This is an optimization exercise on Yosys and OpenROAD, whose aim is small area, not a production implementation. Where RTL was checked, it was by simulation tests only, not by an equivalence proof against the original. Only the layout flow was run in runs 1, 2 and 5; the RTL was not checked for function there. Power figures rest on the tool's default switching activity, not on a simulated workload.

`flow/config.mk`:
```
export PLATFORM = sky130hd
export DESIGN_NAME = SimpleSend
export DESIGN_NICKNAME = SimpleSend
export VERILOG_FILES = /design/flow/design.v
export SDC_FILE = /design/flow/constraint.sdc
export NUM_CORES = 4
export LEC_CHECK = 0
export CAP_MARGIN = 20
export CORE_MARGIN = 2
export CORE_UTILIZATION = 60
export CTS_BUF_LIST = sky130_fd_sc_hd__clkbuf_8
export SLEW_MARGIN = 20
```
`flow/constraint.sdc`:
```
create_clock -name core_clock -period 10.0 [get_ports {clk}]
set_input_delay 2.0000 -clock core_clock [delete_from_list [all_inputs] [get_ports {clk}]]
set_output_delay 2.0000 -clock core_clock [all_outputs]
set_load 0.01 [all_outputs]
```
`flow/design.v`:
```
module SimpleSend(dataOut,Ready2Go,Seg,Anode,Go,clk,reset);
  output dataOut, Ready2Go;
  output [0:6] Seg;
  output [3:0] Anode;
  input Go, clk, reset;
  reg        W;         
  reg [2:0]  P;         
  reg [15:0] C1;        
  reg        FL;        
  reg [2:0]  Lvl;       
  reg [13:0] L2;        
  reg [5:0]  U2;        
  reg [6:0]  DL;        
  reg [15:7] D;         
  reg [1:0]  Q;
  reg [2:0]  j;
  reg [1:0]  y;
  reg        h;
  reg [1:0]  kb;
  reg [6:0]  ph;
  reg [2:0]  rp;        
  reg [2:0]  col;       
  wire isL5  = Lvl[2] & !Lvl[1] & Lvl[0];
  wire isWIN = Lvl[2] & Lvl[1];
  wire Run   = !FL & !isWIN;
  reg [3:0] N;
  always @(*)
    case (Lvl)
      3'd0:    N = 4'd14;
      3'd1:    N = 4'd8;
      3'd2:    N = 4'd6;
      3'd3:    N = 4'd4;
      3'd4:    N = 4'd3;
      default: N = 4'd12;
    endcase
  wire top = (C1[15:12] == N);
  wire upd = Go | top;
  wire [2:0] Pi;
  Inc #(3) i_p (P, top & !Go & !W, Pi, );
  always @(posedge clk) begin
    if (reset || (upd && W && Run)) P <= 3'd0;
    else P <= Pi;
    W <= !reset & (W ? !(upd & Run) : (Go & P[1] & !P[0]));
  end
  wire [15:0] C1i;
  Inc #(16) i_c1 (C1, Run, C1i, );
  always @(posedge clk)
    if (reset || top) C1 <= 16'd0;
    else C1 <= C1i;
  wire fend = U2[5];
  wire nz2  = ~|L2[12:0];
  wire T2   = L2[13] & nz2;               
  always @(posedge clk)
    if (reset) L2 <= 14'd0;
    else L2 <= {L2[12:0], L2[13] ^ L2[12] ^ L2[11] ^ L2[1] ^ (nz2 & FL & !fend)};
  wire [5:0] U2i;
  Inc #(6) i_u2 (U2, T2, U2i, );
  always @(posedge clk)
    if (reset || fend) U2 <= 6'd0;
    else U2 <= U2i;
  wire [2:0] Lvli;
  Inc #(3) i_l (Lvl, (fend & W) | isL5, Lvli, );
  always @(posedge clk) begin
    if (reset || (fend && !W)) Lvl <= 3'd0;
    else Lvl <= Lvli;
    FL <= !reset & (FL ? !fend : (Run & !isL5 & Go));
  end
  wire off     = U2[1];                   
  wire Refresh = C1[12] | U2[0];
  wire idle  = (Q == 2'd0) & !ph[0];
  wire cin   = (Q != 2'd0) | ph[0] | Refresh;
  wire [6:0] phi;
  wire phc;
  Inc #(7) i_ph (ph, cin, phi, phc);
  wire [1:0] kbi;
  wire ckb;
  Inc #(2) i_kb (kb, phc, kbi, ckb);
  wire ch    = ckb & h;
  wire cy    = ch & y[1];           
  wire cj    = cy & j[2];           
  wire allDone = Q[1] & Q[0] & j[2] & kb[1] & kb[0] & ph[6] & ph[2];
  wire [1:0] Qi;
  Inc #(2) i_q (Q, cj, Qi, );
  wire [2:0] ji;
  Inc #(3) i_j (j, cy, ji, );
  always @(posedge clk)
    if (reset || allDone) begin
      Q <= 2'd0; j <= 3'd4; y <= 2'd2; h <= 1'b1; kb <= 2'd3; ph <= 7'd126;
    end else begin
      Q  <= Qi;
      ph <= phi;
      kb <= kbi;
      h  <= h ^ ckb;
      y  <= ch ? {y[0], !y[1] & !y[0]} : y;
      j  <= cj ? 3'd0 : ji;
    end
  reg [2:0] pos;
  always @(*)
    case (P)
      3'd0: pos = 3'd0;
      3'd1: pos = 3'd1;
      3'd2: pos = 3'd2;
      3'd3: pos = 3'd3;
      3'd4: pos = 3'd4;
      3'd5: pos = 3'd3;
      3'd6: pos = 3'd2;
      default: pos = 3'd1;
    endcase
  reg [2:0] lcol;
  always @(*)
    case (Lvl)
      3'd0: lcol = 3'b100;    
      3'd1: lcol = 3'b010;    
      3'd2: lcol = 3'b011;    
      3'd3: lcol = 3'b001;    
      3'd4: lcol = 3'b101;    
      default: lcol = 3'b000;
    endcase
  always @(posedge clk)
    if (Q == 2'd0) begin
      rp  <= (off || W) ? 3'd7 : pos;
      col <= off ? 3'b000 : lcol;
    end
  wire cx = col[2], cg = col[1], cb = col[0];
  wire isRed = (j == rp);
  wire isOff = j[1] & !j[0] & !(rp[2] & rp[1]);      
  wire G = cg | (cx & !cb & !kb[1] & kb[0]);
  wire R = cx & (!cb | (!kb[1] & !kb[0]));
  wire theBit = isRed ? y[0] : !isOff & (y[1] ? cb : y[0] ? R : G);
  wire lt36 = !ph[6] & !(ph[5] & (ph[4] | ph[3] | ph[2]));
  wire lt92 = !(ph[6] & (ph[5] | (ph[4] & ph[3] & ph[2])));
  assign dataOut  = !Q[1] & Q[0] & (theBit ? lt92 : lt36);
  assign Ready2Go = idle;
  wire nz7 = ~|DL[5:0];
  always @(posedge clk)
    if (reset) DL <= 7'd0;
    else DL <= {DL[5:0], DL[6] ^ DL[5] ^ nz7};
  wire [15:7] Di;
  Inc #(9) i_d (D, DL[6] & nz7, Di, );
  always @(posedge clk)
    if (reset) D <= 9'd0;
    else D <= Di;
  wire [1:0] Sel = {D[9] ^ (D[8] & D[7]), D[8] ^ D[7]};
  wire blink = Lvl[2] & (Lvl[1] ^ Lvl[0]) & D[15];    
  wire [2:0] Dig = (Sel == 2'd1) ? Lvl : 3'd0;
  reg [3:0] an;
  always @(*)
    case (Sel)
      2'd0: an = 4'b1111;
      2'd1: an = 4'b1011;
      2'd2: an = 4'b1101;
      default: an = 4'b1110;
    endcase
  assign Anode = blink ? 4'b1111 : an;
  reg [0:6] sg;
  always @(*)
    case (Dig)
      3'd0: sg = 7'b000_0001;
      3'd1: sg = 7'b100_1111;
      3'd2: sg = 7'b001_0010;
      3'd3: sg = 7'b000_0110;
      3'd4: sg = 7'b100_1100;
      3'd5: sg = 7'b010_0100;
      3'd6: sg = 7'b010_0100;
      default: sg = 7'b111_1111;
    endcase
  assign Seg = D[8] ? 7'b111_1111 : sg;
endmodule
module Inc #(parameter W = 8) (input [W-1:0] q, input ci, output [W-1:0] n, output co);
  wire [W:0] c;
  assign c[0] = ci;
  genvar i;
  generate for (i = 0; i < W; i = i + 1) begin : g
    assign n[i]   = q[i] ^ c[i];
    assign c[i+1] = q[i] & c[i];
  end endgenerate
  assign co = c[W];
endmodule
```
`flow/run.sh`:
```
#!/bin/bash
# synth_recipe.tcl (not shown) runs the flow's synth.tcl, then flattens the netlist and writes it again
# the make line also repeats each setting of config.mk as NAME=value (left out here)
make -C /OpenROAD-flow-scripts/flow DESIGN_CONFIG=/design/flow/config.mk WORK_HOME=/design/flow/orfs CLKGATE_MAP_FILE= SYNTH_SCRIPT=/design/flow/synth_recipe.tcl finish
```
==> results of run 1 <==
worst register-to-register path: cells and delay by family, from the launching register on:
| kind | cells | cell delay [ps] |
|---|---|---|
| AOI/OAI and AO/OA | 1 | 200 |
| xor gates and xnor gates | 1 | 150 |
| adders and majority gates | 15 | 2760 |
| DFF | 1 | 780 |
| and+or+nand+nor | 1 | 140 |
registers in the layout, indices dropped and copies added, names as in the netlist, 6 cells and up:
signal and count:
C1 16, U2 6, D 9, L2 14, DL 7, ph 7
metal layers:
metal | track usage [%] | part of all wire, %
met1 | 23.2 | 49
met2 | 30.1 | 47
met3 | 5.84 | 2.3
met4 | 5.43 | 1.6
met5 | 0 | 0
kinds of logic (layout without fill, tap and decap cells):
kind of cell | after synthesis | count (layout) | share of synthesized area (%)
buffers and inverters | 19 | 39 | 2.61
AO/OA/AOI/OAI | 40 | 40 | 8.26
XOR/XNOR | 15 | 15 | 3.47
other | 1 | 1 | 0.0990
multiplexers | 4 | 4 | 1.19
adder cells (fa/ha/maj) | 50 | 50 | 16.5
AND/OR/NAND/NOR | 143 | 143 | 22.4
flip-flops | 83 | 83 | 45.5
path summary, 6_finish.rpt:
check / end / depth (start not counted) / start
hold / removal: DL[4]$_SDFF_PP0_ / 1 / DL[3]$_SDFF_PP0_
setup reg to reg: C1[15]$_SDFF_PP0_ / 18 / Lvl[2]$_SDFF_PP0_
setup / recovery: Seg[3] / 5 / Lvl[2]$_SDFF_PP0_
hold reg to reg: DL[4]$_SDFF_PP0_ / 1 / DL[3]$_SDFF_PP0_
cells in the mapped netlist, types with 4 or more instances:
library cell	instances	area share [%]
sky130_fd_sc_hd__a21oi_1	8	1.1
sky130_fd_sc_hd__and2_1	18	3.0
sky130_fd_sc_hd__and2_4	10	2.3
sky130_fd_sc_hd__and3_1	5	0.83
sky130_fd_sc_hd__clkbuf_1	4	0.40
sky130_fd_sc_hd__dfxtp_1	77	41
sky130_fd_sc_hd__edfxtp_1	6	4.8
sky130_fd_sc_hd__ha_1	50	17
sky130_fd_sc_hd__inv_1	8	0.79
sky130_fd_sc_hd__nand2_1	13	1.3
sky130_fd_sc_hd__nand2b_1	13	2.1
sky130_fd_sc_hd__nand3_1	4	0.53
sky130_fd_sc_hd__nor2_1	24	2.4
sky130_fd_sc_hd__nor2b_1	33	5.5
sky130_fd_sc_hd__nor3_1	5	0.66
sky130_fd_sc_hd__nor4_1	4	0.66
sky130_fd_sc_hd__o21ai_0	5	0.66
sky130_fd_sc_hd__o21bai_1	9	1.8
sky130_fd_sc_hd__xnor2_1	11	2.5
sky130_fd_sc_hd__xor2_1	4	0.92
metrics by stage:
step	power (mW)	area (um^2)	hold slack (ps)	utilization, %	worst slack (ps)
floorplan	0.361	3790	428	-	6450
global placement	0.364	3960	436	65.7	5970
detailed placement	0.365	3960	456	65.7	5880
CTS	0.623	4180	463	69.3	5730
global route	0.640	4180	475	69.3	5460
finish	0.615	4180	461	69.3	5720
final cells by class:
| class | count | area share (%) |
|---|---|---|
| Clock buffer | 9 | 2.97 |
| Clock inverter | 7 | 2.19 |
| Inverter | 8 | 0.719 |
| Multi-Input combinational cell | 253 | 47.1 |
| Sequential cell | 83 | 41.2 |
| Tap cell | 75 | 2.25 |
| Timing Repair Buffer | 15 | 3.54 |
power groups by stage:
stage / Clock, mW / Sequential (mW) / Combinational (mW)
final: 0.258 / 0.339 / 0.0174
after global routing: 0.280 / 0.340 / 0.0201
after detailed placement: 0 / 0.347 / 0.0174
after global placement: 0 / 0.347 / 0.0172
after floorplan: 0 / 0.347 / 0.0139
after CTS: 0.266 / 0.339 / 0.0175
==> flow_summary.html, run 1 <==
<table>
<tr><th>Metric</th><th>Value</th></tr>
<tr><th colspan="2">Status</th></tr>
<tr><td>Outcome</td><td>timing/DRC/antenna clean</td></tr>
<tr><th colspan="2">Yosys</th></tr>
<tr><td>Number of synthesized flops with an enable pin</td><td>6</td></tr>
<tr><td>Yosys warning count</td><td>1</td></tr>
<tr><td>Synth Area per Inst</td><td>10.7 um^2</td></tr>
<tr><td>Synthesized flop and latch total</td><td>a little over 80</td></tr>
<tr><td>Syn Inst Count</td><td>roughly 360</td></tr>
<tr><td>Synthesized area</td><td>3790 um^2</td></tr>
<tr><td>Fraction of registers with async set/reset</td><td>0%</td></tr>
<tr><td>Net count after synthesis</td><td>408</td></tr>
<tr><td>Fraction of the yosys area taken by sequential cells</td><td>45.5%</td></tr>
<tr><td>Dominant register cell in the synthesized netlist</td><td>sky130_fd_sc_hd__dfxtp_1</td></tr>
<tr><td>Distinct cells, synth</td><td>53</td></tr>
<tr><th colspan="2">Setup path</th></tr>
<tr><td>Arrival time worst endpoint</td><td>2280 ps</td></tr>
<tr><td>Critical path launch point type</td><td>flip-flop</td></tr>
<tr><td>Crit path required time</td><td>~8000 ps</td></tr>
<tr><td>Setup slack, reg-to-reg</td><td>5900 ps</td></tr>
<tr><td>Critical Path Slowest Stage Cell</td><td>sky130_fd_sc_hd__dfxtp_1</td></tr>
<tr><td>Cell-by-cell trace of the critical path</td><td>nand2_1 -&gt; nor2_1 -&gt; a21oi_1 -&gt; o21bai_1 -&gt; clkdlybuf4s50_1</td></tr>
<tr><td>Top cell family by delay on the critical path</td><td>flip-flops</td></tr>
<tr><td>Buffers and inverters on the worst path</td><td>1</td></tr>
<tr><td>Sort of element at the end of the critical path</td><td>output pin</td></tr>
<tr><td>Crit Path Class</td><td>reg -&gt; out</td></tr>
<tr><td>Highest net fanout along the worst path</td><td>21</td></tr>
<tr><td>Largest incremental delay on the critical path</td><td>about 780 ps</td></tr>
<tr><th colspan="2">Placed design</th></tr>
<tr><td>Final estimated routing congestion in global placement</td><td>0.829</td></tr>
<tr><td>Placed Cells incl. Taps</td><td>434</td></tr>
<tr><td>Detailed-placement wirelength estimate</td><td>4150 um</td></tr>
<tr><td>Number of buffer cells added on primary ports</td><td>14</td></tr>
<tr><th colspan="2">Clocking</th></tr>
<tr><td>Worst-Skew Late Latency</td><td>340 ps</td></tr>
<tr><td>Clock-pin slew reported for the worst setup and hold paths after clock tree synthesis</td><td>80 ps</td></tr>
<tr><td>CTS hold repair buffers</td><td>0</td></tr>
<tr><td>Number of gates resized after cts</td><td>0</td></tr>
<tr><td>H-tree levels</td><td>3</td></tr>
<tr><td>Setup Buffers After CTS</td><td>0</td></tr>
<tr><td>Maximum count of clock buffers along a single path</td><td>2</td></tr>
<tr><td>Number of CTS-inserted buffers</td><td>9</td></tr>
<tr><td>CTS Sinks</td><td>83</td></tr>
<tr><td>Clk root buf</td><td>sky130_fd_sc_hd__clkbuf_8</td></tr>
<tr><td>CTS tree</td><td>done</td></tr>
<tr><th colspan="2">STA</th></tr>
<tr><td>Min Clock Period, post-route</td><td>4280 ps</td></tr>
<tr><td>Number of hold violations in the final report</td><td>0</td></tr>
<tr><td>Actual slew at the worst max-slew pin</td><td>703 ps</td></tr>
<tr><td>Final setup violation count</td><td>0</td></tr>
<tr><td>Setup repair after global routing missed its margin</td><td>no</td></tr>
<tr><td>Max Freq</td><td>between 0.2 and 0.25 GHz</td></tr>
<tr><td>Setup TNS after final layout</td><td>0 ps</td></tr>
<tr><td>Worst rel slew slack</td><td>53.1%</td></tr>
<tr><td>Post-route fraction of the period consumed by the critical path</td><td>42.8%</td></tr>
<tr><td>Final clock skew</td><td>8.04 ps</td></tr>
<tr><td>Final count of pins violating max slew</td><td>0</td></tr>
<tr><th colspan="2">Power and ir drop</th></tr>
<tr><td>Combinational cell fraction of total power</td><td>2.8%</td></tr>
<tr><td>Sw Pwr</td><td>0.130 mW</td></tr>
<tr><td>Leakage power of the design</td><td>approximately 1.9 nW</td></tr>
<tr><td>Internal power</td><td>0.485 mW</td></tr>
<tr><td>Peak supply drop</td><td>0.000128 V</td></tr>
<tr><td>Ratio of total power to cell area</td><td>147 nW/um^2</td></tr>
<tr><td>Flop pwr share</td><td>a little under three fifths</td></tr>
<tr><td>Power share of the clock group</td><td>about two fifths</td></tr>
<tr><td>Sw Share</td><td>21.1%</td></tr>
<tr><th colspan="2">Die</th></tr>
<tr><td>Placement Rows</td><td>28</td></tr>
<tr><td>Overall die area</td><td>~7000 um^2</td></tr>
<tr><td>Die width</td><td>83.5 um</td></tr>
<tr><td>Initial standard-cell utilization of the core</td><td>a little over three fifths</td></tr>
<tr><td>Core area</td><td>6030 um^2</td></tr>
<tr><td>Vertical die dimension</td><td>approximately 83 um</td></tr>
<tr><td>Num ports</td><td>16</td></tr>
<tr><th colspan="2">Cells and area</th></tr>
<tr><td>Number of inserted diodes</td><td>0</td></tr>
<tr><td>Most common cell after layout, fill and taps aside</td><td>sky130_fd_sc_hd__dfxtp_1</td></tr>
<tr><td>Number of nets at the end of the flow</td><td>423</td></tr>
<tr><td>Proportion of layout cells with a drive suffix above 1</td><td>9.07%</td></tr>
<tr><td>Combined area of the multi-input logic cells</td><td>roughly 2000 um^2</td></tr>
<tr><td>Filler-free cell count of the finished design</td><td>450</td></tr>
<tr><td>Area of all sequential standard cells</td><td>1720 um^2</td></tr>
<tr><td>Number of filler cells placed in the layout</td><td>483</td></tr>
<tr><td>Most used cells in the layout excluding fill and tap cells</td><td>77 x sky130_fd_sc_hd__dfxtp_1, 50 x sky130_fd_sc_hd__ha_1, 33 x sky130_fd_sc_hd__nor2b_1</td></tr>
<tr><td>Area growth from synthesis to layout</td><td>10.2%</td></tr>
<tr><th colspan="2">Route</th></tr>
<tr><td>First-pass detailed-route iteration total</td><td>4</td></tr>
<tr><td>DR DRC count</td><td>0</td></tr>
<tr><td>Detailed router's first-iteration violation count</td><td>100</td></tr>
<tr><td>Routed via count</td><td>2393</td></tr>
<tr><td>Count of nets left with antenna violations after detail routing</td><td>0</td></tr>
<tr><td>Post-detailed-routing wire length</td><td>between 5000 and 6000 um</td></tr>
<tr><td>Routed wire per std cell</td><td>13.2 um</td></tr>
<tr><td>DR vias/cell</td><td>5.32</td></tr>
<tr><th colspan="2">Global route</th></tr>
<tr><td>Largest net degree at the start of global routing</td><td>40</td></tr>
<tr><td>Overflow left after global routing</td><td>0</td></tr>
<tr><td>Total routing resource utilization after global routing</td><td>18.3%</td></tr>
<tr><td>First-pass GRT wire length</td><td>10400 um</td></tr>
<tr><td>Number of global-route vias before repair</td><td>2335</td></tr>
<tr><td>Initial antenna violation count</td><td>0</td></tr>
<tr><th colspan="2">Worst hold path</th></tr>
<tr><td>Min-delay worst type</td><td>reg -&gt; reg</td></tr>
<tr><th colspan="2">Run</th></tr>
<tr><td>Max Cap Violations</td><td>0</td></tr>
</table>
==> inputs of run 2 (changes only) <==
--- a/flow/config.mk
+++ b/flow/config.mk
@@ -7,6 +7,8 @@
 export LEC_CHECK = 0
 export CAP_MARGIN = 20
 export CORE_MARGIN = 2
-export CORE_UTILIZATION = 60
-export CTS_BUF_LIST = sky130_fd_sc_hd__clkbuf_8
+export CORE_UTILIZATION = 70
+export CTS_BUF_LIST = sky130_fd_sc_hd__clkbuf_4
+export CTS_CLUSTER_DIAMETER = 30
+export CTS_CLUSTER_SIZE = 10
 export SLEW_MARGIN = 20
==> flow_summary.html, run 2 <==
<table>
<tr><th>Metric</th><th>Value</th></tr>
<tr><th colspan="2">Yosys</th></tr>
<tr><td>Synthesized flop and latch total</td><td>83 (unchanged)</td></tr>
<tr><td>Count leader, synth</td><td>sky130_fd_sc_hd__dfxtp_1</td></tr>
<tr><td>Synth Area per Inst</td><td>10.7 um^2 (unchanged)</td></tr>
<tr><td>Synth cell count leaders</td><td>77 x sky130_fd_sc_hd__dfxtp_1, 50 x sky130_fd_sc_hd__ha_1, 33 x sky130_fd_sc_hd__nor2b_1</td></tr>
<tr><td>Synthesized area</td><td>3790 um^2 (unchanged)</td></tr>
<tr><td>Share of the synthesized area in the top cell type</td><td>40.7% (unchanged)</td></tr>
<tr><td>Number of synthesized flops with an enable pin</td><td>6 (unchanged)</td></tr>
<tr><td>Adder and majority cell fraction of the synthesized area</td><td>16.5% (unchanged)</td></tr>
<tr><td>Distinct cells, synth</td><td>53 (unchanged)</td></tr>
<tr><td>Fraction of the yosys area taken by sequential cells</td><td>45.5% (unchanged)</td></tr>
<tr><td>Simple-gate share of the synthesized area</td><td>22.4% (unchanged)</td></tr>
<tr><td>Multiplexer area fraction after synthesis</td><td>1.19% (unchanged)</td></tr>
<tr><td>Cells taking the most area after synthesis</td><td>sky130_fd_sc_hd__dfxtp_1 41%, sky130_fd_sc_hd__ha_1 17%, sky130_fd_sc_hd__nor2b_1 5.5%</td></tr>
<tr><td>Net count after synthesis</td><td>408 (unchanged)</td></tr>
<tr><td>Fraction of registers with async set/reset</td><td>0% (unchanged)</td></tr>
<tr><td>Yosys warning count</td><td>1 (unchanged)</td></tr>
<tr><td>Dominant register cell in the synthesized netlist</td><td>sky130_fd_sc_hd__dfxtp_1</td></tr>
<tr><td>Main combinational cell family by area after synthesis</td><td>simple AND/OR/NAND/NOR gates</td></tr>
<tr><td>Cell type with the highest aggregate area in the netlist</td><td>sky130_fd_sc_hd__dfxtp_1</td></tr>
<tr><td>Syn Inst Count</td><td>355 (unchanged)</td></tr>
<tr><td>Xor-xnor portion of the synthesized cell area</td><td>3.47% (unchanged)</td></tr>
<tr><td>Synthesized-area fraction occupied by ao, oa, aoi and oai cells</td><td>8.26% (unchanged)</td></tr>
<tr><th colspan="2">Setup path</th></tr>
<tr><td>Critical Path Slowest Stage Cell</td><td>sky130_fd_sc_hd__dfxtp_1</td></tr>
<tr><td>Crit path required time</td><td>8000 ps (about the same)</td></tr>
<tr><td>Cell-by-cell trace of the critical path</td><td>nand2_1 -&gt; nor2_1 -&gt; a21oi_1 -&gt; o21bai_1 -&gt; clkdlybuf4s50_1</td></tr>
<tr><td>Largest incremental delay on the critical path</td><td>790 ps (about the same)</td></tr>
<tr><td>Sort of element at the end of the critical path</td><td>output pin</td></tr>
<tr><td>Arrival time worst endpoint</td><td>2400 ps (+120 ps)</td></tr>
<tr><td>Critical path launch point type</td><td>flip-flop</td></tr>
<tr><td>Highest net fanout along the worst path</td><td>21 (unchanged)</td></tr>
<tr><td>Crit Path Class</td><td>reg -&gt; out</td></tr>
<tr><th colspan="2">STA</th></tr>
<tr><td>Final setup violation count</td><td>0 (unchanged)</td></tr>
<tr><td>Max Freq</td><td>0.227 GHz (-2.7%)</td></tr>
<tr><td>Setup TNS after final layout</td><td>0 ps (unchanged)</td></tr>
<tr><td>Final count of pins violating max slew</td><td>0 (unchanged)</td></tr>
<tr><td>Setup repair after global routing missed its margin</td><td>no</td></tr>
<tr><td>Min Clock Period, post-route</td><td>4400 ps (+118 ps)</td></tr>
<tr><td>Post-route fraction of the period consumed by the critical path</td><td>44.0% (+1.2 points)</td></tr>
<tr><td>Final clock skew</td><td>12.3 ps (+4.22 ps)</td></tr>
<tr><td>Worst rel slew slack</td><td>50.9% (-2.1 points)</td></tr>
<tr><td>Actual slew at the worst max-slew pin</td><td>736 ps (+33.0 ps)</td></tr>
<tr><td>Worst setup margin</td><td>5600 ps (-118 ps)</td></tr>
<tr><td>Number of hold violations in the final report</td><td>0 (unchanged)</td></tr>
<tr><th colspan="2">Die</th></tr>
<tr><td>Vertical die dimension</td><td>77.6 um (-7.1%)</td></tr>
<tr><td>Die width</td><td>77.6 um (-7.1%)</td></tr>
<tr><td>Initial standard-cell utilization of the core</td><td>73.2% (+10 points)</td></tr>
<tr><td>Num ports</td><td>16 (unchanged)</td></tr>
<tr><td>Overall die area</td><td>6010 um^2 (-14%)</td></tr>
<tr><td>Placement Rows</td><td>26 (-7.1%)</td></tr>
<tr><td>Core area</td><td>5170 um^2 (-14%)</td></tr>
<tr><th colspan="2">Global route</th></tr>
<tr><td>Overflow left after global routing</td><td>0 (unchanged)</td></tr>
<tr><td>Initial antenna violation count</td><td>0 (unchanged)</td></tr>
<tr><td>Total routing resource utilization after global routing</td><td>23.0% (+4.7 points)</td></tr>
<tr><td>Largest net degree at the start of global routing</td><td>40 (unchanged)</td></tr>
<tr><td>Number of global-route vias before repair</td><td>2424 (+3.8%)</td></tr>
<tr><td>First-pass GRT wire length</td><td>10800 um (+3.0%)</td></tr>
<tr><th colspan="2">Cells and area</th></tr>
<tr><td>Flip-flop count of the largest register after layout</td><td>16 (unchanged)</td></tr>
<tr><td>Largest registers in the final layout</td><td>C1 (16), L2 (14), D (9)</td></tr>
<tr><td>Util after Layout</td><td>78.6% (+9.3 points)</td></tr>
<tr><td>Most used cells in the layout excluding fill and tap cells</td><td>77 x sky130_fd_sc_hd__dfxtp_1, 50 x sky130_fd_sc_hd__ha_1, 33 x sky130_fd_sc_hd__nor2b_1</td></tr>
<tr><td>Register name with the most flops</td><td>C1</td></tr>
<tr><td>Most common cell after layout, fill and taps aside</td><td>sky130_fd_sc_hd__dfxtp_1</td></tr>
<tr><td>Number of nets at the end of the flow</td><td>423 (unchanged)</td></tr>
<tr><td>Proportion of layout cells with a drive suffix above 1</td><td>9.07% (unchanged)</td></tr>
<tr><td>Number of inserted diodes</td><td>0 (unchanged)</td></tr>
<tr><td>Area growth from synthesis to layout</td><td>7.37%</td></tr>
<tr><th colspan="2">Clocking</th></tr>
<tr><td>H-tree levels</td><td>3 (unchanged)</td></tr>
<tr><td>CTS hold repair buffers</td><td>0 (unchanged)</td></tr>
<tr><td>Maximum count of clock buffers along a single path</td><td>2 (unchanged)</td></tr>
<tr><td>Clock-pin slew reported for the worst setup and hold paths after clock tree synthesis</td><td>120 ps (+40 ps)</td></tr>
<tr><td>Setup Buffers After CTS</td><td>0 (unchanged)</td></tr>
<tr><td>CTS tree</td><td>done</td></tr>
<tr><td>Number of gates resized after cts</td><td>0 (unchanged)</td></tr>
<tr><td>Number of CTS-inserted buffers</td><td>9 (unchanged)</td></tr>
<tr><td>CTS Sinks</td><td>83 (unchanged)</td></tr>
<tr><td>Clk root buf</td><td>sky130_fd_sc_hd__clkbuf_4</td></tr>
<tr><td>Worst-Skew Late Latency</td><td>420 ps (+80 ps)</td></tr>
<tr><th colspan="2">Power and ir drop</th></tr>
<tr><td>Leakage power of the design</td><td>1.83 nW (-2.2%)</td></tr>
<tr><td>Total design power</td><td>0.525 mW (-15%)</td></tr>
<tr><td>Peak supply drop</td><td>0.000113 V (-12%)</td></tr>
<tr><td>Ratio of total power to cell area</td><td>129 nW/um^2 (-12%)</td></tr>
<tr><th colspan="2">Route</th></tr>
<tr><td>DR vias/cell</td><td>5.44 (+2.3%)</td></tr>
<tr><td>Detailed router's first-iteration violation count</td><td>102 (+2.0%)</td></tr>
<tr><td>DR DRC count</td><td>0 (unchanged)</td></tr>
<tr><td>Top layer used by detailed routing</td><td>met4</td></tr>
<tr><td>Count of nets left with antenna violations after detail routing</td><td>0 (unchanged)</td></tr>
<tr><td>Detail Route met3 WL</td><td>119 um (-13%)</td></tr>
<tr><td>Length of routed wiring on met1</td><td>2760 um (-4.9%)</td></tr>
<tr><td>Post-detailed-routing wire length</td><td>5950 um (+0.35%)</td></tr>
<tr><td>Routed wire per std cell</td><td>13.4 um (+1.5%)</td></tr>
<tr><td>First-pass detailed-route iteration total</td><td>4 (unchanged)</td></tr>
<tr><td>Routed via count</td><td>2422 (+1.2%)</td></tr>
<tr><td>Met2 wire length</td><td>2990 um (+6.9%)</td></tr>
<tr><th colspan="2">Placed design</th></tr>
<tr><td>Number of buffer cells added on primary ports</td><td>14 (unchanged)</td></tr>
<tr><td>Placement Setup Slack</td><td>5880 ps (-4.43 ps)</td></tr>
<tr><td>Detailed-placement wirelength estimate</td><td>4310 um (+3.8%)</td></tr>
<tr><td>Final estimated routing congestion in global placement</td><td>0.795 (-4.0%)</td></tr>
<tr><th colspan="2">Status</th></tr>
<tr><td>Outcome</td><td>timing/DRC/antenna clean</td></tr>
<tr><th colspan="2">Worst hold path</th></tr>
<tr><td>Min-delay worst type</td><td>reg -&gt; reg</td></tr>
<tr><th colspan="2">Run</th></tr>
<tr><td>Max Cap Violations</td><td>0 (unchanged)</td></tr>
</table>
-- run 2: cell counts after synthesis --
Identical to the previous run, type by type.
-- run 2: critical path: cells and delay by family, from the launching register on --
kind                   cells  cell delay (ps)
AO/OA/AOI/OAI              2              260
buffers and inverters      1              580
flip-flops                 1              790
AND/OR/NAND/NOR            2              360
-- run 2: stage by stage --
stage	area (um^2)	hold slack, ps	std cells
CTS	4070	458	445
detailed placement	3950	454	429
floorplan	3790	428	355
global placement	3950	441	429
global route	4070	473	445
finish	4070	463	445
-- run 2: worst paths after layout --
kind	start	to	slack, ps	depth (start not counted)
setup / recovery	Lvl[2]$_SDFF_PP0_	Seg[3]	5600	5
hold / removal	DL[3]$_SDFF_PP0_	DL[4]$_SDFF_PP0_	460	1
setup reg to reg	Lvl[2]$_SDFF_PP0_	C1[15]$_SDFF_PP0_	5830	18
hold reg to reg	DL[3]$_SDFF_PP0_	DL[4]$_SDFF_PP0_	460	1
-- run 2: cell type report --
type,instances,area (um^2)
multi-input cells,253,1970
flip-flops and latches,83,1720
fillers,358,1110
repair buffers,15,148
clock buffers,13,97.6
well taps,70,87.6
inverters,8,30.0
clock inverters,3,15.0
-- run 2: report_power, final --
part           leakage (nW)  switching (mW)  internal [mW]  total, mW
clock                0.0698           0.106         0.0617      0.168
combinational          1.07          0.0104        0.00747     0.0179
sequential            0.692         0.00188          0.338      0.340
-- run 2: cells by family (layout without fill, tap and decap cells) --
logic type / after synthesis / after routing
other: 1 / 1
AOI/OAI and AO/OA: 40 / 40
and+or+nand+nor: 143 / 143
buffers and inverters: 19 / 39
xor gates and xnor gates: 15 / 15
adders and majority gates: 50 / 50
muxes: 4 / 4
DFF: 83 / 83
-- run 2: routing by layer --
metal	GRT usage [%]	vias to the layer above
met2	39.4	28
met5	0	-
met4	9.82	0
li1	-	1242
met1	27.5	1144
met3	5.58	8
==> inputs of run 3 (changes only) <==
--- a/flow/design.v
+++ b/flow/design.v
@@ -33,7 +33,12 @@
       3'd4:    N = 4'd3;
       default: N = 4'd12;
     endcase
-  wire top = (C1[15:12] == N);
+  wire [3:0] H = C1[15:12];
+  wire n1 = !Lvl[0] & !isWIN;                       
+  wire n0 = Lvl[2] & !Lvl[1] & !Lvl[0];             
+  wire n3 = (!Lvl[1] & (!Lvl[2] | Lvl[0])) | isWIN;  
+  wire n2 = Lvl[2] ? (Lvl[0] | Lvl[1]) : (Lvl[1] | !Lvl[0]);  
+  wire top = (H[3] ~^ n3) & (H[2] ~^ n2) & (H[1] ~^ n1) & (H[0] ~^ n0);
   wire upd = Go | top;
   wire [2:0] Pi;
   Inc #(3) i_p (P, top & !Go & !W, Pi, );
==> flow_summary.html, run 3 <==
<table>
<tr><th>Metric</th><th>Value</th></tr>
<tr><th colspan="2">STA</th></tr>
<tr><td>Actual slew at the worst max-slew pin</td><td>650 ps (-85.9 ps)</td></tr>
<tr><td>Min Clock Period, post-route</td><td>4450 ps (+53.9 ps)</td></tr>
<tr><td>Post-route fraction of the period consumed by the critical path</td><td>44.5% (+0.54 points)</td></tr>
<tr><td>Final count of pins violating max slew</td><td>0 (unchanged)</td></tr>
<tr><td>Worst rel slew slack</td><td>56.1% (+5.2 points)</td></tr>
<tr><td>Number of hold violations in the final report</td><td>0 (unchanged)</td></tr>
<tr><td>Final clock skew</td><td>12.9 ps (+0.593 ps)</td></tr>
<tr><td>Setup repair after global routing missed its margin</td><td>no</td></tr>
<tr><td>Final setup violation count</td><td>0 (unchanged)</td></tr>
<tr><td>Max Freq</td><td>0.225 GHz (-1.2%)</td></tr>
<tr><td>Setup TNS after final layout</td><td>0 ps (unchanged)</td></tr>
<tr><th colspan="2">Cells and area</th></tr>
<tr><td>Number of nets at the end of the flow</td><td>421 (-0.47%)</td></tr>
<tr><td>Flip-flop count of the largest register after layout</td><td>16 (unchanged)</td></tr>
<tr><td>Proportion of layout cells with a drive suffix above 1</td><td>7.80% (-1.3 points)</td></tr>
<tr><td>Number of filler cells placed in the layout</td><td>341 (-4.7%)</td></tr>
<tr><td>Most common cell after layout, fill and taps aside</td><td>sky130_fd_sc_hd__dfxtp_1</td></tr>
<tr><td>Area growth from synthesis to layout</td><td>8.98%</td></tr>
<tr><td>Register name with the most flops</td><td>C1</td></tr>
<tr><td>Largest registers in the final layout</td><td>C1 (16), L2 (14), D (9)</td></tr>
<tr><td>Most used cells in the layout excluding fill and tap cells</td><td>77 x sky130_fd_sc_hd__dfxtp_1, 50 x sky130_fd_sc_hd__ha_1, 30 x sky130_fd_sc_hd__nor2b_1</td></tr>
<tr><td>Filler-free cell count of the finished design</td><td>442 (-0.67%)</td></tr>
<tr><td>Number of inserted diodes</td><td>0 (unchanged)</td></tr>
<tr><th colspan="2">Setup path</th></tr>
<tr><td>Arrival time worst endpoint</td><td>2450 ps (+50 ps)</td></tr>
<tr><td>Buffers and inverters on the worst path</td><td>2 (+1)</td></tr>
<tr><td>Crit path required time</td><td>8000 ps (about the same)</td></tr>
<tr><td>Sort of element at the end of the critical path</td><td>output pin</td></tr>
<tr><td>Crit Path Class</td><td>reg -&gt; out</td></tr>
<tr><td>Critical Path Slowest Stage Cell</td><td>sky130_fd_sc_hd__dfxtp_1</td></tr>
<tr><td>Setup slack, reg-to-reg</td><td>5870 ps (+40 ps)</td></tr>
<tr><td>Largest incremental delay on the critical path</td><td>630 ps (-160 ps)</td></tr>
<tr><td>Highest net fanout along the worst path</td><td>13 (-38%)</td></tr>
<tr><td>Cell-by-cell trace of the critical path</td><td>inv_1 -&gt; ha_1 -&gt; nand3_1 -&gt; nor2b_1 -&gt; nand2b_1 -&gt; clkdlybuf4s50_1</td></tr>
<tr><td>Critical path launch point type</td><td>flip-flop</td></tr>
<tr><td>Top cell family by delay on the critical path</td><td>buffers and inverters</td></tr>
<tr><th colspan="2">Global route</th></tr>
<tr><td>Met2 track demand over resource</td><td>36.8% (-2.6 points)</td></tr>
<tr><td>Layer with the highest usage</td><td>met2</td></tr>
<tr><td>Number of global-route vias before repair</td><td>2358 (-2.7%)</td></tr>
<tr><td>Overflow left after global routing</td><td>0 (unchanged)</td></tr>
<tr><td>Total routing resource utilization after global routing</td><td>22.4% (-0.61 points)</td></tr>
<tr><td>Largest net degree at the start of global routing</td><td>38 (-5.0%)</td></tr>
<tr><td>Initial antenna violation count</td><td>0 (unchanged)</td></tr>
<tr><td>M1 GR Usage</td><td>27.9% (+0.36 points)</td></tr>
<tr><td>Fraction of met3 tracks used by global routing</td><td>7.82% (+2.2 points)</td></tr>
<tr><td>First-pass GRT wire length</td><td>10300 um (-4.0%)</td></tr>
<tr><th colspan="2">Placed design</th></tr>
<tr><td>Final estimated routing congestion in global placement</td><td>0.866 (+8.9%)</td></tr>
<tr><td>Detailed-placement wirelength estimate</td><td>4150 um (-3.5%)</td></tr>
<tr><td>Number of buffer cells added on primary ports</td><td>14 (unchanged)</td></tr>
<tr><td>Placed Cells incl. Taps</td><td>427 (-0.47%)</td></tr>
<tr><th colspan="2">Clocking</th></tr>
<tr><td>CTS tree</td><td>done</td></tr>
<tr><td>CTS Sinks</td><td>83 (unchanged)</td></tr>
<tr><td>Number of gates resized after cts</td><td>0 (unchanged)</td></tr>
<tr><td>CTS hold repair buffers</td><td>0 (unchanged)</td></tr>
<tr><td>Clock-pin slew reported for the worst setup and hold paths after clock tree synthesis</td><td>110 ps (about the same)</td></tr>
<tr><td>H-tree levels</td><td>3 (unchanged)</td></tr>
<tr><td>Clk root buf</td><td>sky130_fd_sc_hd__clkbuf_4</td></tr>
<tr><td>Number of CTS-inserted buffers</td><td>9 (unchanged)</td></tr>
<tr><td>Setup Buffers After CTS</td><td>0 (unchanged)</td></tr>
<tr><td>Worst-Skew Late Latency</td><td>410 ps (about the same)</td></tr>
<tr><td>Maximum count of clock buffers along a single path</td><td>2 (unchanged)</td></tr>
<tr><th colspan="2">Route</th></tr>
<tr><td>Routed wire per std cell</td><td>12.8 um (-4.5%)</td></tr>
<tr><td>Detailed router's first-iteration violation count</td><td>131 (+28%)</td></tr>
<tr><td>Post-detailed-routing wire length</td><td>5650 um (-5.1%)</td></tr>
<tr><td>First-pass detailed-route iteration total</td><td>4 (unchanged)</td></tr>
<tr><td>DR vias/cell</td><td>5.30 (-2.6%)</td></tr>
<tr><td>Routed via count</td><td>2343 (-3.3%)</td></tr>
<tr><td>DR DRC count</td><td>0 (unchanged)</td></tr>
<tr><td>Count of nets left with antenna violations after detail routing</td><td>0 (unchanged)</td></tr>
<tr><th colspan="2">Yosys</th></tr>
<tr><td>Net count after synthesis</td><td>405 (-0.74%)</td></tr>
<tr><td>Fraction of registers with async set/reset</td><td>0% (unchanged)</td></tr>
<tr><td>Dominant register cell in the synthesized netlist</td><td>sky130_fd_sc_hd__dfxtp_1</td></tr>
<tr><td>Syn Inst Count</td><td>352 (-0.85%)</td></tr>
<tr><td>Cell type with the highest aggregate area in the netlist</td><td>sky130_fd_sc_hd__dfxtp_1</td></tr>
<tr><td>Share of the synthesized area in the top cell type</td><td>41.7% (+1.0 points)</td></tr>
<tr><td>Synthesized area</td><td>3690 um^2 (-2.5%)</td></tr>
<tr><td>Distinct cells, synth</td><td>52 (-1.9%)</td></tr>
<tr><td>Count leader, synth</td><td>sky130_fd_sc_hd__dfxtp_1</td></tr>
<tr><td>Fraction of the yosys area taken by sequential cells</td><td>46.6% (+1.2 points)</td></tr>
<tr><td>Synthesized flop and latch total</td><td>83 (unchanged)</td></tr>
<tr><td>Synth Area per Inst</td><td>10.5 um^2 (-1.6%)</td></tr>
<tr><td>Yosys warning count</td><td>1 (unchanged)</td></tr>
<tr><td>Cells taking the most area after synthesis</td><td>sky130_fd_sc_hd__dfxtp_1 42%, sky130_fd_sc_hd__ha_1 17%, sky130_fd_sc_hd__nor2b_1 5.1%</td></tr>
<tr><td>Synth cell count leaders</td><td>77 x sky130_fd_sc_hd__dfxtp_1, 50 x sky130_fd_sc_hd__ha_1, 30 x sky130_fd_sc_hd__nor2b_1</td></tr>
<tr><td>Number of synthesized flops with an enable pin</td><td>6 (unchanged)</td></tr>
<tr><th colspan="2">Die</th></tr>
<tr><td>Placement Rows</td><td>26 (unchanged)</td></tr>
<tr><td>Core area</td><td>5110 um^2 (-1.3%)</td></tr>
<tr><td>Vertical die dimension</td><td>76.6 um (-1.2%)</td></tr>
<tr><td>Initial standard-cell utilization of the core</td><td>72.3% (-0.90 points)</td></tr>
<tr><td>Die width</td><td>76.6 um (-1.2%)</td></tr>
<tr><td>Overall die area</td><td>5870 um^2 (-2.3%)</td></tr>
<tr><td>Num ports</td><td>16 (unchanged)</td></tr>
<tr><th colspan="2">Power and ir drop</th></tr>
<tr><td>Leakage power of the design</td><td>1.84 nW (+0.42%)</td></tr>
<tr><td>Ratio of total power to cell area</td><td>140 nW/um^2 (+8.2%)</td></tr>
<tr><td>Peak supply drop</td><td>0.000107 V (-5.5%)</td></tr>
<tr><th colspan="2">Status</th></tr>
<tr><td>Outcome</td><td>timing/DRC/antenna clean</td></tr>
<tr><th colspan="2">Worst hold path</th></tr>
<tr><td>Min-delay worst type</td><td>reg -&gt; reg</td></tr>
<tr><th colspan="2">Run</th></tr>
<tr><td>Max Cap Violations</td><td>0 (unchanged)</td></tr>
</table>
## run 3: worst reg2reg max path, cell delays in order (launching register included)
cell	delay (ps)
sky130_fd_sc_hd__dfxtp_1	710
sky130_fd_sc_hd__a21oi_1	250
sky130_fd_sc_hd__ha_1	240
sky130_fd_sc_hd__ha_1	180
sky130_fd_sc_hd__ha_1	180
sky130_fd_sc_hd__ha_1	180
sky130_fd_sc_hd__ha_1	190
sky130_fd_sc_hd__ha_1	190
sky130_fd_sc_hd__ha_1	180
sky130_fd_sc_hd__ha_1	180
sky130_fd_sc_hd__ha_1	180
sky130_fd_sc_hd__ha_1	190
sky130_fd_sc_hd__ha_1	180
sky130_fd_sc_hd__ha_1	180
sky130_fd_sc_hd__ha_1	180
sky130_fd_sc_hd__ha_1	180
sky130_fd_sc_hd__ha_1	190
sky130_fd_sc_hd__xor2_1	140
sky130_fd_sc_hd__and2_1	150
## run 3: metrics by stage
step / power (mW) / utilization (%) / setup slack [ps] / hold WS, ps / area, um^2
finish: 0.563 / 78.8 / 5550 / 461 / 4030
floorplan: 0.360 / - / 6410 / 428 / 3690
detailed placement: 0.364 / 75.8 / 5890 / 446 / 3870
global placement: 0.364 / 75.8 / 6000 / 436 / 3870
CTS: 0.569 / 78.8 / 5560 / 464 / 4030
global route: 0.584 / 78.8 / 5380 / 477 / 4030
## run 3: kinds of logic after synthesis
group	Yosys count	share of synthesized area, %
AND/OR/NAND/NOR	134	21.2
flip-flops	83	46.6
adder cells (fa/ha/maj)	50	16.9
AO/OA/AOI/OAI	39	7.42
buffers and inverters	27	3.39
XOR/XNOR	17	4.03
other	1	0.102
multiplexers	1	0.271
## run 3: report_power, final
group	internal (mW)	switching, mW	total [mW]
sequential	0.338	0.00182	0.340
combinational	0.00743	0.00990	0.0173
clock	0.103	0.103	0.206
total	0.448	0.115	0.563
## run 3: per-layer routing
| metal | vias to the layer above | wire [um] |
|---|---|---|
| met5 | - | 0 |
| met4 | 0 | 68 |
| met3 | 7 | 200 |
| met2 | 31 | 2740 |
| met1 | 1079 | 2640 |
| li1 | 1226 | - |
## run 3: final timing paths
check | cells past startpoint | end | startpoint
setup reg to reg | 18 | C1[15]$_SDFF_PP0_ | Lvl[2]$_SDFF_PP0_
setup / recovery | 6 | Anode[1] | Lvl[0]$_SDFF_PP0_
hold reg to reg | 1 | DL[5]$_SDFF_PP0_ | DL[4]$_SDFF_PP0_
hold / removal | 1 | DL[5]$_SDFF_PP0_ | DL[4]$_SDFF_PP0_
## run 3: area by class of cell
class / instances / area [um^2] / area share (%)
repair buffers: 16 / 155 / 3.85
well taps: 70 / 87.6 / 2.18
clock inverters: 5 / 78.8 / 1.96
multi-input cells: 242 / 1850 / 45.9
clock buffers: 10 / 75.1 / 1.87
flip-flops and latches: 83 / 1720 / 42.8
inverters: 16 / 60.1 / 1.49
==> inputs of run 4 (changes only) <==
==> flow/flow/run.sh (new file) <==
#!/bin/bash
# The standard layout, with two changes: the ports get the smallest
# buffer, and clock tree synthesis inserts no dummy loads.
set -o pipefail
bash standard.sh \
  BUFFER_PORTS_ARGS="-buffer_cell sky130_fd_sc_hd__buf_1" \
  CTS_ARGS="-sink_clustering_enable -repair_clock_nets -sink_clustering_size 10 -sink_clustering_max_diameter 30 -buf_list sky130_fd_sc_hd__clkbuf_4 -dont_use_dummy_load" \
  finish > standard.log 2>&1
==> flow/standard.sh (new file) <==
#!/bin/bash
# synth_recipe.tcl (not shown) runs the flow's synth.tcl, then flattens the netlist and writes it again
# the make line also repeats each setting of config.mk as NAME=value (left out here)
make -C /OpenROAD-flow-scripts/flow DESIGN_CONFIG=/design/flow/config.mk WORK_HOME=/design/flow/orfs CLKGATE_MAP_FILE= SYNTH_SCRIPT=/design/flow/synth_recipe.tcl "${@:-finish}"
removed: flow/run.sh
==> flow_summary.html, run 4 <==
<table>
<tr><th>Metric</th><th>Value</th></tr>
<tr><th colspan="2">Die</th></tr>
<tr><td>Num ports</td><td>16 (unchanged)</td></tr>
<tr><td>Core area</td><td>5110 um^2 (unchanged)</td></tr>
<tr><td>Die width</td><td>76.6 um (unchanged)</td></tr>
<tr><td>Initial standard-cell utilization of the core</td><td>72.3% (unchanged)</td></tr>
<tr><td>Vertical die dimension</td><td>76.6 um (unchanged)</td></tr>
<tr><td>Overall die area</td><td>5870 um^2 (unchanged)</td></tr>
<tr><td>Placement Rows</td><td>26 (unchanged)</td></tr>
<tr><th colspan="2">Setup path</th></tr>
<tr><td>Arrival time worst endpoint</td><td>2050 ps (-400 ps)</td></tr>
<tr><td>Startpoint of the most critical register-to-register path</td><td>Lvl[2]$_SDFF_PP0_</td></tr>
<tr><td>Highest net fanout along the worst path</td><td>13 (unchanged)</td></tr>
<tr><td>Critical path launch point type</td><td>flip-flop</td></tr>
<tr><td>Crit Path Class</td><td>reg -&gt; out</td></tr>
<tr><td>Cell count of the worst reg-to-reg path</td><td>18 (unchanged)</td></tr>
<tr><td>Capture instance of the worst register-to-register path</td><td>C1[15]$_SDFF_PP0_</td></tr>
<tr><td>Setup slack, reg-to-reg</td><td>5980 ps (+110 ps)</td></tr>
<tr><td>Crit path required time</td><td>8000 ps (about the same)</td></tr>
<tr><td>Crit path launch</td><td>Lvl[0]$_SDFF_PP0_</td></tr>
<tr><td>Sort of element at the end of the critical path</td><td>output pin</td></tr>
<tr><th colspan="2">Yosys</th></tr>
<tr><td>Number of synthesized flops with an enable pin</td><td>6 (unchanged)</td></tr>
<tr><td>Distinct cells, synth</td><td>52 (unchanged)</td></tr>
<tr><td>Dominant register cell in the synthesized netlist</td><td>sky130_fd_sc_hd__dfxtp_1</td></tr>
<tr><td>Fraction of the yosys area taken by sequential cells</td><td>46.6% (unchanged)</td></tr>
<tr><td>Synthesized flop and latch total</td><td>83 (unchanged)</td></tr>
<tr><td>Count leader, synth</td><td>sky130_fd_sc_hd__dfxtp_1</td></tr>
<tr><td>Synth cell count leaders</td><td>77 x sky130_fd_sc_hd__dfxtp_1, 50 x sky130_fd_sc_hd__ha_1, 30 x sky130_fd_sc_hd__nor2b_1</td></tr>
<tr><td>Cells taking the most area after synthesis</td><td>sky130_fd_sc_hd__dfxtp_1 42%, sky130_fd_sc_hd__ha_1 17%, sky130_fd_sc_hd__nor2b_1 5.1%</td></tr>
<tr><td>Synth Area per Inst</td><td>10.5 um^2 (unchanged)</td></tr>
<tr><td>Yosys warning count</td><td>1 (unchanged)</td></tr>
<tr><td>Fraction of registers with async set/reset</td><td>0% (unchanged)</td></tr>
<tr><td>Synthesized area</td><td>3690 um^2 (unchanged)</td></tr>
<tr><td>Net count after synthesis</td><td>405 (unchanged)</td></tr>
<tr><td>Share of the synthesized area in the top cell type</td><td>41.7% (unchanged)</td></tr>
<tr><td>Cell type with the highest aggregate area in the netlist</td><td>sky130_fd_sc_hd__dfxtp_1</td></tr>
<tr><td>Syn Inst Count</td><td>352 (unchanged)</td></tr>
<tr><th colspan="2">Placed design</th></tr>
<tr><td>Final estimated routing congestion in global placement</td><td>0.795 (-8.2%)</td></tr>
<tr><td>Detailed-placement wirelength estimate</td><td>4050 um (-2.4%)</td></tr>
<tr><td>Number of buffer cells added on primary ports</td><td>14 (unchanged)</td></tr>
<tr><td>Placed Instance Area</td><td>3780 um^2 (-2.3%)</td></tr>
<tr><th colspan="2">Route</th></tr>
<tr><td>Met2 wire length</td><td>2480 um (-9.3%)</td></tr>
<tr><td>First-pass detailed-route iteration total</td><td>4 (unchanged)</td></tr>
<tr><td>Detail Route met3 WL</td><td>212 um (+6.0%)</td></tr>
<tr><td>Post-detailed-routing wire length</td><td>5540 um (-1.9%)</td></tr>
<tr><td>DR vias/cell</td><td>5.38 (+1.5%)</td></tr>
<tr><td>Routed via count</td><td>2347 (+0.17%)</td></tr>
<tr><td>DR DRC count</td><td>0 (unchanged)</td></tr>
<tr><td>Length of routed wiring on met1</td><td>2710 um (+2.5%)</td></tr>
<tr><td>Count of nets left with antenna violations after detail routing</td><td>0 (unchanged)</td></tr>
<tr><td>Detailed router's first-iteration violation count</td><td>131 (unchanged)</td></tr>
<tr><td>Routed wire per std cell</td><td>12.7 um (-0.53%)</td></tr>
<tr><td>Top layer used by detailed routing</td><td>met4</td></tr>
<tr><th colspan="2">Clocking</th></tr>
<tr><td>Number of gates resized after cts</td><td>0 (unchanged)</td></tr>
<tr><td>CTS tree</td><td>done</td></tr>
<tr><td>CTS Sinks</td><td>83 (unchanged)</td></tr>
<tr><td>Worst-Skew Late Latency</td><td>420 ps (about the same)</td></tr>
<tr><td>H-tree levels</td><td>3 (unchanged)</td></tr>
<tr><td>Maximum count of clock buffers along a single path</td><td>2 (unchanged)</td></tr>
<tr><td>Number of CTS-inserted buffers</td><td>9 (unchanged)</td></tr>
<tr><td>Setup Buffers After CTS</td><td>0 (unchanged)</td></tr>
<tr><td>Clock-pin slew reported for the worst setup and hold paths after clock tree synthesis</td><td>110 ps (about the same)</td></tr>
<tr><td>CTS hold repair buffers</td><td>0 (unchanged)</td></tr>
<tr><td>Clk root buf</td><td>sky130_fd_sc_hd__clkbuf_4</td></tr>
<tr><th colspan="2">Status</th></tr>
<tr><td>Outcome</td><td>timing/DRC/antenna clean</td></tr>
<tr><th colspan="2">Cells and area</th></tr>
<tr><td>Area growth from synthesis to layout</td><td>4.27%</td></tr>
<tr><td>Largest registers in the final layout</td><td>C1 (16), L2 (14), D (9)</td></tr>
<tr><td>Area of all sequential standard cells</td><td>1720 um^2 (unchanged)</td></tr>
<tr><td>Number of inserted diodes</td><td>0 (unchanged)</td></tr>
<tr><td>Register name with the most flops</td><td>C1</td></tr>
<tr><td>Most common cell after layout, fill and taps aside</td><td>sky130_fd_sc_hd__dfxtp_1</td></tr>
<tr><td>Most used cells in the layout excluding fill and tap cells</td><td>77 x sky130_fd_sc_hd__dfxtp_1, 50 x sky130_fd_sc_hd__ha_1, 30 x sky130_fd_sc_hd__nor2b_1</td></tr>
<tr><td>Util after Layout</td><td>75.4% (-3.4 points)</td></tr>
<tr><td>Number of filler cells placed in the layout</td><td>379 (+11%)</td></tr>
<tr><td>Flip-flop count of the largest register after layout</td><td>16 (unchanged)</td></tr>
<tr><td>Combined area of the multi-input logic cells</td><td>1850 um^2 (unchanged)</td></tr>
<tr><td>Number of nets at the end of the flow</td><td>421 (unchanged)</td></tr>
<tr><td>Proportion of layout cells with a drive suffix above 1</td><td>6.28% (-1.5 points)</td></tr>
<tr><td>Final Cell Area</td><td>3850 um^2 (-4.3%)</td></tr>
<tr><th colspan="2">Power and ir drop</th></tr>
<tr><td>Peak supply drop</td><td>0.000115 V (+8.2%)</td></tr>
<tr><td>Leakage power of the design</td><td>1.76 nW (-4.5%)</td></tr>
<tr><td>Total design power</td><td>0.489 mW (-13%)</td></tr>
<tr><td>Ratio of total power to cell area</td><td>127 nW/um^2 (-9.2%)</td></tr>
<tr><th colspan="2">STA</th></tr>
<tr><td>Final clock skew</td><td>22.4 ps (+9.58 ps)</td></tr>
<tr><td>Post-route fraction of the period consumed by the critical path</td><td>40.5% (-4.0 points)</td></tr>
<tr><td>Number of hold violations in the final report</td><td>0 (unchanged)</td></tr>
<tr><td>Worst rel slew slack</td><td>57.2% (+1.1 points)</td></tr>
<tr><td>Setup repair after global routing missed its margin</td><td>no</td></tr>
<tr><td>Setup TNS after final layout</td><td>0 ps (unchanged)</td></tr>
<tr><td>Hold WS</td><td>462 ps (+0.891 ps)</td></tr>
<tr><td>Max Freq</td><td>0.247 GHz (+9.8%)</td></tr>
<tr><td>Final setup violation count</td><td>0 (unchanged)</td></tr>
<tr><td>Actual slew at the worst max-slew pin</td><td>634 ps (-16.2 ps)</td></tr>
<tr><td>Final count of pins violating max slew</td><td>0 (unchanged)</td></tr>
<tr><td>Min Clock Period, post-route</td><td>4050 ps (-398 ps)</td></tr>
<tr><th colspan="2">Worst hold path</th></tr>
<tr><td>Source of the worst hold timing path</td><td>ph[0]$_SDFF_PP0_</td></tr>
<tr><td>Min-delay worst type</td><td>reg -&gt; reg</td></tr>
<tr><td>Worst-case hold path end point</td><td>ph[0]$_SDFF_PP0_</td></tr>
<tr><td>Worst Hold Path Cells</td><td>1 (unchanged)</td></tr>
<tr><th colspan="2">Global route</th></tr>
<tr><td>Number of global-route vias before repair</td><td>2322 (-1.5%)</td></tr>
<tr><td>Overflow left after global routing</td><td>0 (unchanged)</td></tr>
<tr><td>Initial antenna violation count</td><td>0 (unchanged)</td></tr>
<tr><td>First-pass GRT wire length</td><td>9960 um (-3.6%)</td></tr>
<tr><td>Total routing resource utilization after global routing</td><td>21.8% (-0.58 points)</td></tr>
<tr><td>Largest net degree at the start of global routing</td><td>38 (unchanged)</td></tr>
<tr><th colspan="2">Run</th></tr>
<tr><td>Max Cap Violations</td><td>0 (unchanged)</td></tr>
</table>
run 4: cell counts after synthesis:
No cell type changed its count.
run 4: critical path: stages (launching register included):
cell	delay, ps
sky130_fd_sc_hd__dfxtp_1	620
sky130_fd_sc_hd__inv_1	200
sky130_fd_sc_hd__ha_1	330
sky130_fd_sc_hd__nand3_1	90
sky130_fd_sc_hd__nor2b_1	200
sky130_fd_sc_hd__nand2_1	80
sky130_fd_sc_hd__buf_1	120
run 4: through the flow:
stage	worst slack, ps	instances
floorplan	6410	352
global placement	6010	427
detailed placement	5960	427
CTS	5930	436
global route	5750	436
finish	5950	436
run 4: area by class of cell:
| cell class | instances | share of cell area, % |
|---|---|---|
| Multi-Input combinational cell | 242 | 48.0 |
| Timing Repair Buffer | 16 | 1.75 |
| Clock buffer | 9 | 1.75 |
| Inverter | 16 | 1.56 |
| Tap cell | 70 | 2.27 |
| Sequential cell | 83 | 44.7 |
run 4: metal layers:
metal / GRT usage (%) / vias up
met1: 26.1 / 1075
li1: - / 1230
met4: 10.0 / 0
met2: 34.4 / 29
met3: 8.77 / 13
met5: 0 / -
run 4: worst max path at each step:
stage                                   end  slack (ps)
final                              Anode[0]        5950
after global routing      C1[15]$_SDFF_PP0_        5750
after CTS                          Anode[0]        5930
after detailed placement  C1[15]$_SDFF_PP0_        5960
after global placement    C1[15]$_SDFF_PP0_        6010
after floorplan           C1[15]$_SDFF_PP0_        6410
run 4: logic make-up (layout without fill, tap and decap cells):
| kind of cell | Yosys count | after routing | synth area share (%) |
|---|---|---|---|
| mux | 1 | 1 | 0.271 |
| xor+xnor | 17 | 17 | 4.03 |
| fa+ha+maj | 50 | 50 | 16.9 |
| other cells | 1 | 1 | 0.102 |
| compound gates | 39 | 39 | 7.42 |
| flops | 83 | 83 | 46.6 |
| simple gates | 134 | 134 | 21.2 |
| buf+inv | 27 | 41 | 3.39 |
run 4: power by group:
part	switching, mW	internal (mW)
clock network	0.0910	0.0418
registers	0.00188	0.338
logic	0.00956	0.00681
total	0.102	0.386
==> inputs of run 5 (changes only) <==
--- a/flow/design.v
+++ b/flow/design.v
@@ -145,31 +145,21 @@
   always @(posedge clk)
     if (reset) D <= 9'd0;
     else D <= Di;
-  wire [1:0] Sel = {D[9] ^ (D[8] & D[7]), D[8] ^ D[7]};
-  wire blink = Lvl[2] & (Lvl[1] ^ Lvl[0]) & D[15];    
-  wire [2:0] Dig = (Sel == 2'd1) ? Lvl : 3'd0;
-  reg [3:0] an;
-  always @(*)
-    case (Sel)
-      2'd0: an = 4'b1111;
-      2'd1: an = 4'b1011;
-      2'd2: an = 4'b1101;
-      default: an = 4'b1110;
-    endcase
-  assign Anode = blink ? 4'b1111 : an;
-  reg [0:6] sg;
-  always @(*)
-    case (Dig)
-      3'd0: sg = 7'b000_0001;
-      3'd1: sg = 7'b100_1111;
-      3'd2: sg = 7'b001_0010;
-      3'd3: sg = 7'b000_0110;
-      3'd4: sg = 7'b100_1100;
-      3'd5: sg = 7'b010_0100;
-      3'd6: sg = 7'b010_0100;
-      default: sg = 7'b111_1111;
-    endcase
-  assign Seg = D[8] ? 7'b111_1111 : sg;
+  wire s1 = !D[9] & (D[8] ^ D[7]);
+  wire s2 = (D[9] ^ D[8]) & (D[8] ~^ D[7]);
+  wire s3 = D[9] & (D[8] ^ D[7]);
+  wire l5 = Lvl[2] & (Lvl[1] | Lvl[0]);              
+  wire blink = l5 & D[15];
+  assign Anode = {1'b1, !s1 | blink, !s2 | blink, !s3 | blink};
+  wire a = !D[8] & !D[9] & D[7];
+  wire f14  = !Lvl[1] & (Lvl[2] ^ Lvl[0]);          
+  wire f2   = !Lvl[2] & Lvl[1] & !Lvl[0];           
+  wire f1x  = Lvl[2] | Lvl[0];                      
+  wire f123 = !Lvl[2] & (Lvl[1] | Lvl[0]);          
+  wire f01  = !Lvl[2] & !Lvl[1];                    
+  wire g = D[8];
+  assign Seg = {g | (a & f14), g | (a & l5), g | (a & f2), g | (a & f14), g | (a & f1x),
+                g | (a & f123), !a | f01};
 endmodule
 module Inc #(parameter W = 8) (input [W-1:0] q, input ci, output [W-1:0] n, output co);
   wire [W:0] c;
==> flow/flow/run.sh (replaced) <==
#!/bin/bash
# The standard layout, with two changes: the ports get the smallest
# buffer, and clock tree synthesis inserts no dummy loads.
set -o pipefail
bash standard.sh \
  BUFFER_PORTS_ARGS="-buffer_cell sky130_fd_sc_hd__buf_1" \
  CTS_ARGS="-sink_clustering_enable -repair_clock_nets -sink_clustering_size 30 -sink_clustering_max_diameter 80 -buf_list sky130_fd_sc_hd__clkbuf_8 -dont_use_dummy_load" \
  finish > standard.log 2>&1
==> flow_summary.html, run 5 <==
<table>
<tr><th>Metric</th><th>Value</th></tr>
<tr><th colspan="2">STA</th></tr>
<tr><td>Final count of pins violating max slew</td><td>0 (unchanged)</td></tr>
<tr><td>Min Clock Period, post-route</td><td>3960 ps (-92.9 ps)</td></tr>
<tr><th colspan="2">Setup path</th></tr>
<tr><td>Sort of element at the end of the critical path</td><td>flip-flop</td></tr>
<tr><td>Highest net fanout along the worst path</td><td>16 (+3)</td></tr>
<tr><td>Cell count of the worst reg-to-reg path</td><td>17 (-1)</td></tr>
<tr><td>Capture instance of the worst register-to-register path</td><td>C1[14]$_SDFF_PP0_</td></tr>
<tr><td>Arrival time worst endpoint</td><td>4180 ps (+2130 ps)</td></tr>
<tr><td>Critical path launch point type</td><td>flip-flop</td></tr>
<tr><th colspan="2">Placed design</th></tr>
<tr><td>Placed Instance Area</td><td>3670 um^2 (-3.1%)</td></tr>
<tr><td>Final estimated routing congestion in global placement</td><td>0.741 (-6.9%)</td></tr>
<tr><td>Number of buffer cells added on primary ports</td><td>14 (unchanged)</td></tr>
<tr><th colspan="2">Route</th></tr>
<tr><td>First-pass detailed-route iteration total</td><td>4 (unchanged)</td></tr>
<tr><td>Detailed router's first-iteration violation count</td><td>91 (-31%)</td></tr>
<tr><td>Routed wire per std cell</td><td>12.9 um (+1.5%)</td></tr>
<tr><td>Routed via count</td><td>2271 (-3.2%)</td></tr>
<tr><th colspan="2">Yosys</th></tr>
<tr><td>Cells taking the most area after synthesis</td><td>sky130_fd_sc_hd__dfxtp_1 43%, sky130_fd_sc_hd__ha_1 16%, sky130_fd_sc_hd__edfxtp_1 5.0%</td></tr>
<tr><td>Synthesized flop and latch total</td><td>83 (unchanged)</td></tr>
<tr><td>Synthesized area</td><td>3580 um^2 (-3.0%)</td></tr>
<tr><td>Yosys warning count</td><td>1 (unchanged)</td></tr>
<tr><td>Fraction of the yosys area taken by sequential cells</td><td>48.1% (+1.5 points)</td></tr>
<tr><th colspan="2">Die</th></tr>
<tr><td>Overall die area</td><td>5700 um^2 (-2.9%)</td></tr>
<tr><td>Placement Rows</td><td>26 (unchanged)</td></tr>
<tr><td>Die width</td><td>75.5 um (-1.5%)</td></tr>
<tr><th colspan="2">Clocking</th></tr>
<tr><td>CTS Sinks</td><td>83 (unchanged)</td></tr>
<tr><td>Number of gates resized after cts</td><td>0 (unchanged)</td></tr>
<tr><th colspan="2">Power and ir drop</th></tr>
<tr><td>Internal power</td><td>0.425 mW (+9.9%)</td></tr>
<tr><td>Combinational cell fraction of total power</td><td>2.9% (-0.4 points)</td></tr>
<tr><td>Leakage power of the design</td><td>1.72 nW (-2.1%)</td></tr>
<tr><td>Sw Share</td><td>20.2% (-0.78 points)</td></tr>
<tr><td>Sw Pwr</td><td>0.107 mW (+4.8%)</td></tr>
<tr><th colspan="2">Status</th></tr>
<tr><td>Outcome</td><td>timing/DRC/antenna clean</td></tr>
<tr><th colspan="2">Cells and area</th></tr>
<tr><td>Flip-flop count of the largest register after layout</td><td>16 (unchanged)</td></tr>
<tr><td>Largest registers in the final layout</td><td>C1 (16), L2 (14), D (9)</td></tr>
<tr><td>Final Cell Area</td><td>3790 um^2 (-1.6%)</td></tr>
</table>
==> run 5: worst max path at each step <==
stage | start | end | slack (ps) | depth (start not counted)
floorplan | Lvl[1]$_SDFF_PP0_ | C1[14]$_SDFF_PP0_ | 6330 | 18
global placement | Lvl[2]$_SDFF_PP0_ | C1[15]$_SDFF_PP0_ | 6180 | 18
detailed placement | Lvl[2]$_SDFF_PP0_ | C1[15]$_SDFF_PP0_ | 6060 | 18
CTS | Lvl[2]$_SDFF_PP0_ | C1[14]$_SDFF_PP0_ | 6040 | 17
global route | Lvl[2]$_SDFF_PP0_ | C1[15]$_SDFF_PP0_ | 5790 | 18
finish | Lvl[2]$_SDFF_PP0_ | C1[14]$_SDFF_PP0_ | 6040 | 17
==> run 5: layer usage <==
| layer | GRT usage (%) | routed length (um) |
|---|---|---|
| met4 | 8.77 | 70 |
| met5 | 0 | 0 |
| met1 | 24.1 | 2420 |
| met2 | 37.0 | 2690 |
| met3 | 7.14 | 177 |
==> run 5: logic make-up (layout without fill, tap and decap cells) <==
logic type	Yosys count	in the layout	synth area share (%)
flip-flops	83	83	48.1
adder cells (fa/ha/maj)	47	47	16.4
multiplexers	1	1	0.280
XOR/XNOR	19	19	4.65
buffers and inverters	23	36	3.11
AO/OA/AOI/OAI	33	33	6.46
other	1	1	0.105
AND/OR/NAND/NOR	126	126	20.9
==> run 5: layout make-up <==
cell class,instances,share of cell area [%]
flip-flops and latches,83,45.4
repair buffers,16,1.78
clock buffers,9,3.27
inverters,11,1.09
multi-input cells,227,46.1
well taps,70,2.31
==> run 5: worst max-delay path: stages (launching register included) <==
cell	delay, ps
sky130_fd_sc_hd__dfxtp_1	650
sky130_fd_sc_hd__a21oi_1	220
sky130_fd_sc_hd__ha_1	230
sky130_fd_sc_hd__ha_1	180
sky130_fd_sc_hd__ha_1	180
sky130_fd_sc_hd__ha_1	180
sky130_fd_sc_hd__ha_1	180
sky130_fd_sc_hd__ha_1	180
sky130_fd_sc_hd__ha_1	180
sky130_fd_sc_hd__ha_1	170
sky130_fd_sc_hd__ha_1	170
sky130_fd_sc_hd__ha_1	170
sky130_fd_sc_hd__ha_1	190
sky130_fd_sc_hd__ha_1	190
sky130_fd_sc_hd__ha_1	190
sky130_fd_sc_hd__ha_1	180
sky130_fd_sc_hd__ha_1	260
sky130_fd_sc_hd__and2_1	140
==> run 5: power groups by stage <==
stage               clock (mW)  combinational, mW  sequential, mW
finish                   0.177             0.0157           0.340
global route             0.196             0.0182           0.340
CTS                      0.184             0.0161           0.340
detailed placement           0             0.0157           0.347
global placement             0             0.0156           0.347
floorplan                    0             0.0127           0.347
==> run 5: per-stage QoR <==
stage	util [%]	worst slack, ps	std cells	hold WS, ps
after global placement	73.2	6180	407	436
after CTS	75.6	6040	416	446
after global routing	75.6	5790	416	467
after detailed placement	73.2	6060	407	445
after floorplan	-	6330	333	429
final	75.6	6040	416	443

==> afterwards: timing with drivers on the ports <==
The flow's constraints put no driver on any port. The routed layouts listed below were extracted and timed again, unchanged, in two steps.
Step 1, drivers: a clkbuf_16 drives clk and a buf_2 each remaining input, both assumed.
Step 2, shift: input delay + t, output delay - t, t = (earliest + latest rising clock arrival at the registers) / 2. This alone moves slack from input paths to output paths.
Slacks: ideal ports / drivers / drivers and shift; pairs: ideal ports / drivers.
run | shift t [ns] | slack for setup (ns) | slew at the worst register clock pin (ns) | pins driven straight from the clock port
run 1 | 0.369 | 5.722 / 5.691 / 5.896 | 0.08 / 0.08 | 1
run 2 | 0.438 | 5.604 / 5.578 / 5.834 | 0.12 / 0.12 | 1
run 3 | 0.433 | 5.550 / 5.523 / 5.870 | 0.12 / 0.12 | 1
run 4 | 0.442 | 5.949 / 5.920 / 5.982 | 0.11 / 0.11 | 1
run 5 | 0.358 | 6.042 / 6.042 / 6.042 | 0.08 / 0.08 | 1
After both steps setup and hold are still met in every run listed.
